Context: an optimization exercise on an open-source flow, tuned for small area, a short achievable clock period and few clock cycles per item. The choices shown serve that exercise and are no tape-out recipe. Where RTL was checked, it was by simulation tests only, not by an equivalence proof against the original. Power and IR drop assume default switching activity.

==> flow/design.v (excerpt) <==
module execute_divide(input wire              clk,
                      input wire              reset,
                      input wire              enable,
                      input wire 	      unsigned_div,
                      output wire             done,
                      input wire [32-1:0] in_a,
                      input wire [32-1:0] in_b,
                      output reg [32-1:0] out,
                      output reg              ov
                      );
For scale: ~100 I/O pins, about 11000 um2 of cells after synthesis.
==> module execute_divide, before the edit <==
module execute_divide(input wire              clk,
                      input wire              reset,
                      input wire              enable,
                      input wire 	      unsigned_div,
                      output wire             done,
                      input wire [32-1:0] in_a,
                      input wire [32-1:0] in_b,
                      output reg [32-1:0] out,
                      output reg              ov
                      );
   reg                                         st_idle;
   reg                                         st_neg;
   reg                                         st_prep;
   reg                                         st_iter;
   reg                                         st_zero;
   reg                                         st_done;
   reg [32:0]                                  R;      
   reg [31:0]                                  D;      
   reg [4:0]                                   lza;    
   reg [4:0]                                   lzb;    
   reg                                         b_neg;  
   reg                                         sub;    
   reg                                         negate;  
   reg                                         inv_q;   
   function [4:0] lzc(input [31:0] x);
      reg [31:0] y;
      reg [3:0]  q;
      reg [7:0]  nz;
      reg [15:0] l;
      reg        found;
      integer    g;
      begin
         y = x | 32'h1;
         for (g = 0; g < 8; g = g + 1) begin
            q = y[4*g +: 4];
            nz[g] = |q;
            l[2*g +: 2] = q[3] ? 2'd0 : q[2] ? 2'd1 : q[1] ? 2'd2 : 2'd3;
         end
         lzc = 5'd31;
         found = 0;
         for (g = 7; g >= 0; g = g - 1)
           if (!found && nz[g]) begin
              lzc = {3'd7 - g[2:0], l[2*g +: 2]};
              found = 1;
           end
      end
   endfunction
   function [32:0] add33(input [32:0] x, input [32:0] y, input c);
      reg [33:0] g, p, gn, pn, p0;
      integer    i, lvl, d;
      begin
         g = {x & y, c};
         p0 = {x ^ y, 1'b0};
         p = p0;
         for (lvl = 0; lvl < 6; lvl = lvl + 1) begin
            d = 1 << lvl;
            gn = g; pn = p;
            for (i = 0; i < 34; i = i + 1)
              if (i >= d) begin
                 gn[i] = g[i] | (p[i] & g[i-d]);
                 pn[i] = p[i] & p[i-d];
              end
            g = gn; p = pn;
         end
         add33 = p0[33:1] ^ g[32:0];
      end
   endfunction
   wire        a_neg = !unsigned_div && in_a[31];
   wire        b_negi = !unsigned_div && in_b[31];
   wire        b_zero = (in_b == 32'h0);
   wire        s_ovf = !unsigned_div && (in_a == 32'h80000000) &&
               (in_b == 32'hffffffff);
   wire [31:0] t_a = in_a ^ {!unsigned_div && in_a[31], in_a[31:1]};
   wire [31:0] t_b = in_b ^ {!unsigned_div && in_b[31], in_b[31:1]};
   wire [4:0]  lz_a = lzc(t_a);
   wire [4:0]  lz_b = lzc(t_b);
   reg  [31:0] a_clear;    
   integer     k;
   always @(*) begin
      a_clear[31] = !t_a[31];
      for (k = 30; k >= 0; k = k - 1)
        a_clear[k] = a_clear[k+1] && !t_a[k];
   end
   wire        a_short = |(t_b & a_clear) && !a_neg;
   wire [4:0]  lza_in = b_zero ? {3'b0, !unsigned_div && in_a[31],
                                  !unsigned_div && !in_a[31]} : lz_a;
   wire [32:0] dsub = {b_neg && !st_neg, D};
   wire [32:0] sum = add33(R, sub ? ~dsub : dsub, sub || st_neg);
   wire        ge = !sum[32];
   wire [4:0]  sg = lzb & ~lza;
   wire [4:0]  sp = lzb ^ ~lza;
   wire [4:0]  sc = {sg[3] | (sp[3] & sg[2]) | (sp[3] & sp[2] & sg[1]) |
                     (sp[3] & sp[2] & sp[1] & sg[0]) | (sp[3] & sp[2] & sp[1] & sp[0]),
                     sg[2] | (sp[2] & sg[1]) | (sp[2] & sp[1] & sg[0]) | (sp[2] & sp[1] & sp[0]),
                     sg[1] | (sp[1] & sg[0]) | (sp[1] & sp[0]),
                     sg[0] | sp[0],
                     1'b1};
   wire [4:0]  shamt = sp ^ sc;
   wire        f = 1'b0;
   wire [31:0] sh0 = shamt[0] ? {D[30:0], f} : D;
   wire [31:0] sh1 = shamt[1] ? {sh0[29:0], {2{f}}} : sh0;
   wire [31:0] sh2 = shamt[2] ? {sh1[27:0], {4{f}}} : sh1;
   wire [31:0] sh3 = shamt[3] ? {sh2[23:0], {8{f}}} : sh2;
   wire [31:0] sh4 = shamt[4] ? {sh3[15:0], {16{f}}} : sh3;
   wire        neg_short = {1'b0, lza} > {1'b0, lzb} + 6'd1;
   always @(posedge clk) begin
      st_idle 	<= reset || !enable;
      st_neg 	<= !reset && enable && st_idle && !a_short && a_neg;
      st_prep 	<= !reset && enable && ((st_idle && !a_short && !a_neg) || (st_neg && !neg_short));
      st_iter 	<= !reset && enable && ((st_prep && ge) || (st_iter && lza != 0));
      st_zero 	<= !reset && enable && st_prep && !ge && inv_q;
      st_done 	<= !reset && enable && ((st_idle && a_short) || (st_neg && neg_short) ||
                                        (st_prep && !ge && !inv_q) || st_zero ||
                                        (st_iter && lza == 0) || st_done);
   end
   always @(posedge clk) begin
      lza 	<= st_idle ? lza_in : st_prep ? shamt : lza - 1;
      lzb 	<= lz_b;
      D 	<= st_idle ? (a_neg ? 32'h0 : in_b) :
                   st_neg ? in_b :
                   st_prep ? sh4 :
                   {b_neg, D[31:1]};
      if (st_idle) begin
         R 	<= {1'b0, a_neg ? ~in_a : in_a};
         sub 	<= !a_neg && !b_negi;
      end else if (!st_prep || negate) begin
         R 	<= sum;
         sub 	<= sum[32] ^ !b_neg;
      end
      if (!st_done)
        out 	<= (st_idle || st_neg || st_zero) ? 32'h0 :
                   st_prep ? {32{inv_q}} :
                   {out[30:0], ge ^ inv_q};
      if (st_idle) begin
         b_neg 	<= b_negi;
         negate <= a_neg ^ b_negi;
         inv_q 	<= (a_neg ^ b_negi) || s_ovf;
         ov 	<= b_zero || s_ovf;
      end
   end
   assign done = st_done;
endmodule  
Settings: LEC_CHECK=0, CAP_MARGIN=20, CORE_MARGIN=2, CORE_UTILIZATION=55, CTS_BUF_LIST=sky130_fd_sc_hd__clkbuf_8, PLACE_DENSITY=0.75, SETUP_SLACK_MARGIN=3.4, SLEW_MARGIN=20; clock period 7.0 ns.
run.sh (not shown) runs the stock make flow with config.mk's settings and CLKGATE_MAP_FILE= SYNTH_SCRIPT=/design/flow/synth_recipe.tcl, a recipe that flattens the netlist after the stock synthesis.
Testbench counts at the start, summed over its fixed seeds: cycles 31,717, items 3,200.
==> next run, changes <==
--- a/flow/design.v
+++ b/flow/design.v
@@ -126,10 +126,9 @@
       end else if (!st_prep || negate) begin
          R 	<= sum;
          sub 	<= sum[32] ^ !b_neg;
       end
-      if (!st_done)
-        out 	<= (st_idle || st_neg || st_zero) ? 32'h0 :
+      out 	<= (st_idle || st_neg || st_zero) ? 32'h0 :
                    st_prep ? {32{inv_q}} :
                    {out[30:0], ge ^ inv_q};
       if (st_idle) begin
          b_neg 	<= b_negi;
Outcome: The new run finished with timing, DRC and antenna clean. Worst setup slack improves by 0.0050 ns. Wire length went down by about 2%. Total power fell by 5.7%. Hold slack is worse by 0.058 ns. Cell count drops by 1.4%. Sequential share of layout area came out lower by 1.5 points. Core utilization shrinks by 0.30 points. Synthesized cell count is lower by 0.68%. Clock-buffer cell count stays the same.
Testbench counts after the change, summed over its fixed seeds: cycles 31,717, items 3,200.

* * *

The RTL this note starts from:
==> flow/design.v <==
module execute_divide(input wire              clk,
                      input wire              reset,
                      input wire              enable,
                      input wire 	      unsigned_div,
                      output wire             done,
                      input wire [32-1:0] in_a,
                      input wire [32-1:0] in_b,
                      output reg [32-1:0] out,
                      output reg              ov
                      );
   reg                                         st_idle;
   reg                                         st_neg;
   reg                                         st_prep;
   reg                                         st_iter;
   reg                                         st_zero;
   reg                                         st_done;
   reg [32:0]                                  R;      
   reg [31:0]                                  D;      
   reg [4:0]                                   lza;    
   reg [4:0]                                   lzb;    
   reg                                         b_neg;  
   reg                                         sub;    
   reg                                         negate;  
   reg                                         inv_q;   
   function [4:0] lzc(input [31:0] x);
      reg [31:0] y;
      reg [3:0]  q;
      reg [7:0]  nz;
      reg [15:0] l;
      reg        found;
      integer    g;
      begin
         y = x | 32'h1;
         for (g = 0; g < 8; g = g + 1) begin
            q = y[4*g +: 4];
            nz[g] = |q;
            l[2*g +: 2] = q[3] ? 2'd0 : q[2] ? 2'd1 : q[1] ? 2'd2 : 2'd3;
         end
         lzc = 5'd31;
         found = 0;
         for (g = 7; g >= 0; g = g - 1)
           if (!found && nz[g]) begin
              lzc = {3'd7 - g[2:0], l[2*g +: 2]};
              found = 1;
           end
      end
   endfunction
   function [32:0] add33(input [32:0] x, input [32:0] y, input c);
      reg [33:0] g, p, gn, pn, p0;
      integer    i, lvl, d;
      begin
         g = {x & y, c};
         p0 = {x ^ y, 1'b0};
         p = p0;
         for (lvl = 0; lvl < 6; lvl = lvl + 1) begin
            d = 1 << lvl;
            gn = g; pn = p;
            for (i = 0; i < 34; i = i + 1)
              if (i >= d) begin
                 gn[i] = g[i] | (p[i] & g[i-d]);
                 pn[i] = p[i] & p[i-d];
              end
            g = gn; p = pn;
         end
         add33 = p0[33:1] ^ g[32:0];
      end
   endfunction
   wire        a_neg = !unsigned_div && in_a[31];
   wire        b_negi = !unsigned_div && in_b[31];
   wire        b_zero = (in_b == 32'h0);
   wire        s_ovf = !unsigned_div && (in_a == 32'h80000000) &&
               (in_b == 32'hffffffff);
   wire [31:0] t_a = in_a ^ {!unsigned_div && in_a[31], in_a[31:1]};
   wire [31:0] t_b = in_b ^ {!unsigned_div && in_b[31], in_b[31:1]};
   wire [4:0]  lz_a = lzc(t_a);
   wire [4:0]  lz_b = lzc(t_b);
   reg  [31:0] a_clear;    
   integer     k;
   always @(*) begin
      a_clear[31] = !t_a[31];
      for (k = 30; k >= 0; k = k - 1)
        a_clear[k] = a_clear[k+1] && !t_a[k];
   end
   wire        a_short = |(t_b & a_clear) && !a_neg;
   wire [4:0]  lza_in = b_zero ? {3'b0, !unsigned_div && in_a[31],
                                  !unsigned_div && !in_a[31]} : lz_a;
   wire [32:0] dsub = {b_neg && !st_neg, D};
   wire [32:0] sum = add33(R, sub ? ~dsub : dsub, sub || st_neg);
   wire        ge = !sum[32];
   wire [4:0]  sg = lzb & ~lza;
   wire [4:0]  sp = lzb ^ ~lza;
   wire [4:0]  sc = {sg[3] | (sp[3] & sg[2]) | (sp[3] & sp[2] & sg[1]) |
                     (sp[3] & sp[2] & sp[1] & sg[0]) | (sp[3] & sp[2] & sp[1] & sp[0]),
                     sg[2] | (sp[2] & sg[1]) | (sp[2] & sp[1] & sg[0]) | (sp[2] & sp[1] & sp[0]),
                     sg[1] | (sp[1] & sg[0]) | (sp[1] & sp[0]),
                     sg[0] | sp[0],
                     1'b1};
   wire [4:0]  shamt = sp ^ sc;
   wire        f = 1'b0;
   wire [31:0] sh0 = shamt[0] ? {D[30:0], f} : D;
   wire [31:0] sh1 = shamt[1] ? {sh0[29:0], {2{f}}} : sh0;
   wire [31:0] sh2 = shamt[2] ? {sh1[27:0], {4{f}}} : sh1;
   wire [31:0] sh3 = shamt[3] ? {sh2[23:0], {8{f}}} : sh2;
   wire [31:0] sh4 = shamt[4] ? {sh3[15:0], {16{f}}} : sh3;
   always @(posedge clk) begin
      st_idle 	<= reset || !enable;
      st_neg 	<= !reset && enable && st_idle && !a_short && a_neg;
      st_prep 	<= !reset && enable && ((st_idle && !a_short && !a_neg) || st_neg);
      st_iter 	<= !reset && enable && ((st_prep && ge) || (st_iter && lza != 0));
      st_zero 	<= !reset && enable && st_prep && !ge && inv_q;
      st_done 	<= !reset && enable && ((st_idle && a_short) || (st_prep && !ge && !inv_q) || st_zero ||
                                        (st_iter && lza == 0) || st_done);
   end
   always @(posedge clk) begin
      lza 	<= st_idle ? lza_in : st_prep ? shamt : lza - 1;
      if (st_idle) begin
         R 	<= {1'b0, a_neg ? ~in_a : in_a};
         sub 	<= !a_neg && !b_negi;
         D 	<= a_neg ? 32'h0 : in_b;
         b_neg 	<= b_negi;
         negate <= a_neg ^ b_negi;
         inv_q 	<= (a_neg ^ b_negi) || s_ovf;
         lzb 	<= lz_b;
         ov 	<= b_zero || s_ovf;
         out 	<= 32'h0;
      end
      if (st_neg) begin
         R 	<= sum;
         sub 	<= sum[32] ^ !b_neg;
         D 	<= in_b;
      end
      if (st_prep) begin
         if (negate) begin
            R 	<= sum;
            sub <= sum[32] ^ !b_neg;
         end
         D 	<= sh4;
         out 	<= {32{inv_q}};
      end
      if (st_iter) begin
         R 	<= sum;
         sub 	<= sum[32] ^ !b_neg;
         D 	<= {b_neg, D[31:1]};
         out 	<= {out[30:0], ge ^ inv_q};
      end
      if (st_zero)
        out 	<= 32'h0;
   end
   assign done = st_done;
endmodule  
make LEC_CHECK=0 CAP_MARGIN=20 CORE_MARGIN=2 CORE_UTILIZATION=55 CTS_BUF_LIST=sky130_fd_sc_hd__clkbuf_8 PLACE_DENSITY=0.75 SETUP_SLACK_MARGIN=3.5 SLEW_MARGIN=20 finish   # period 7.0 ns
==> next run, changes <==
--- a/flow/design.v
+++ b/flow/design.v
@@ -19,8 +19,9 @@
    reg [4:0]                                   lza;    
    reg [4:0]                                   lzb;    
    reg                                         b_neg;  
    reg                                         sub;    
+   reg                                         nsub;   
    reg                                         negate;  
    reg                                         inv_q;   
    function [4:0] lzc(input [31:0] x);
       reg [31:0] y;
@@ -84,9 +85,10 @@
    wire        a_short = |(t_b & a_clear) && !a_neg;
    wire [4:0]  lza_in = b_zero ? {3'b0, !unsigned_div && in_a[31],
                                   !unsigned_div && !in_a[31]} : lz_a;
    wire [32:0] dsub = {b_neg && !st_neg, D};
-   wire [32:0] sum = add33(R, sub ? ~dsub : dsub, sub || st_neg);
+   wire [32:0] sum = add33(R, {dsub[32:16] ^ {17{!nsub}}, dsub[15:0] ^ {16{sub}}},
+                           sub || st_neg);
    wire        ge = !sum[32];
    wire [4:0]  sg = lzb & ~lza;
    wire [4:0]  sp = lzb ^ ~lza;
    wire [4:0]  sc = {sg[3] | (sp[3] & sg[2]) | (sp[3] & sp[2] & sg[1]) |
@@ -112,39 +114,30 @@
                                         (st_iter && lza == 0) || st_done);
    end
    always @(posedge clk) begin
       lza 	<= st_idle ? lza_in : st_prep ? shamt : lza - 1;
+      lzb 	<= lz_b;
+      D 	<= st_idle ? (a_neg ? 32'h0 : in_b) :
+                   st_neg ? in_b :
+                   st_prep ? sh4 :
+                   {b_neg, D[31:1]};
       if (st_idle) begin
          R 	<= {1'b0, a_neg ? ~in_a : in_a};
          sub 	<= !a_neg && !b_negi;
-         D 	<= a_neg ? 32'h0 : in_b;
+         nsub 	<= a_neg || b_negi;
+      end else if (!st_prep || negate) begin
+         R 	<= sum;
+         sub 	<= sum[32] ^ !b_neg;
+         nsub 	<= sum[32] ^ b_neg;
+      end
+      out 	<= (st_idle || st_zero) ? 32'h0 :
+                   st_prep ? {32{inv_q}} :
+                   {out[30:0], ge ^ inv_q};
+      if (st_idle) begin
          b_neg 	<= b_negi;
          negate <= a_neg ^ b_negi;
          inv_q 	<= (a_neg ^ b_negi) || s_ovf;
-         lzb 	<= lz_b;
          ov 	<= b_zero || s_ovf;
-         out 	<= 32'h0;
       end
-      if (st_neg) begin
-         R 	<= sum;
-         sub 	<= sum[32] ^ !b_neg;
-         D 	<= in_b;
-      end
-      if (st_prep) begin
-         if (negate) begin
-            R 	<= sum;
-            sub <= sum[32] ^ !b_neg;
-         end
-         D 	<= sh4;
-         out 	<= {32{inv_q}};
-      end
-      if (st_iter) begin
-         R 	<= sum;
-         sub 	<= sum[32] ^ !b_neg;
-         D 	<= {b_neg, D[31:1]};
-         out 	<= {out[30:0], ge ^ inv_q};
-      end
-      if (st_zero)
-        out 	<= 32'h0;
    end
    assign done = st_done;
 endmodule  
Result: The new run went through all stages and came out clean. Area after synthesis falls by about 6%. Final area shrinks by 4.9%. Setup slack gains 7.2 ps. Clock power came out lower by about 5.6%. Total power grows by about 16%. Core utilization climbs by 1.6 points. Final cell count goes down by 5.4%. Wire length drops by 10%. Die area drops by 6.2%. Global-route usage decreases by 1.1 points. Combinational power came out higher by about 27%. Synthesized cell count falls by about 6%.
No run of this note included a check of the RTL's function; only the layout flow was run.

-- static timing again, ports no longer ideal --
The results above use ideal ports. As a check the final layouts listed here were re-extracted and re-timed, cells and wires unchanged. Step 1 sets driving cells, clkbuf_16 on the clock port and buf_2 on the other inputs (assumed; they add their load-dependent delay and slew). Step 2, shift: input delay + t, output delay - t, t = (earliest + latest rising clock arrival at the registers) / 2. This alone moves slack from input paths to output paths. Three values: ideal ports, drivers, drivers and shift; two values: the first two.
run | shift t [ns] | setup WS [ns] | worst setup path at the end | latest minus earliest clock arrival (ns) | slew at the worst register clock pin (ns)
the first run of note 1 | 0.502 | 3.480 / 3.496 / 2.994 | input to register | 0.018 / 0.018 | 0.09 / 0.09
the second run of note 1 | 0.490 | 3.485 / 3.499 / 3.009 | input to register | 0.018 / 0.017 | 0.09 / 0.09
the first run of note 2 | 0.507 | 3.514 / 3.514 / 3.025 | input to register | 0.017 / 0.016 | 0.09 / 0.09
the second run of note 2 | 0.510 | 3.522 / 3.522 / 3.093 | input to register | 0.017 / 0.018 | 0.09 / 0.09
After both steps setup and hold are still met in every run listed. The setup slack of the first run of note 2, which loses most, moves by 0.000 ns with the drivers and by -0.489 ns with both steps.
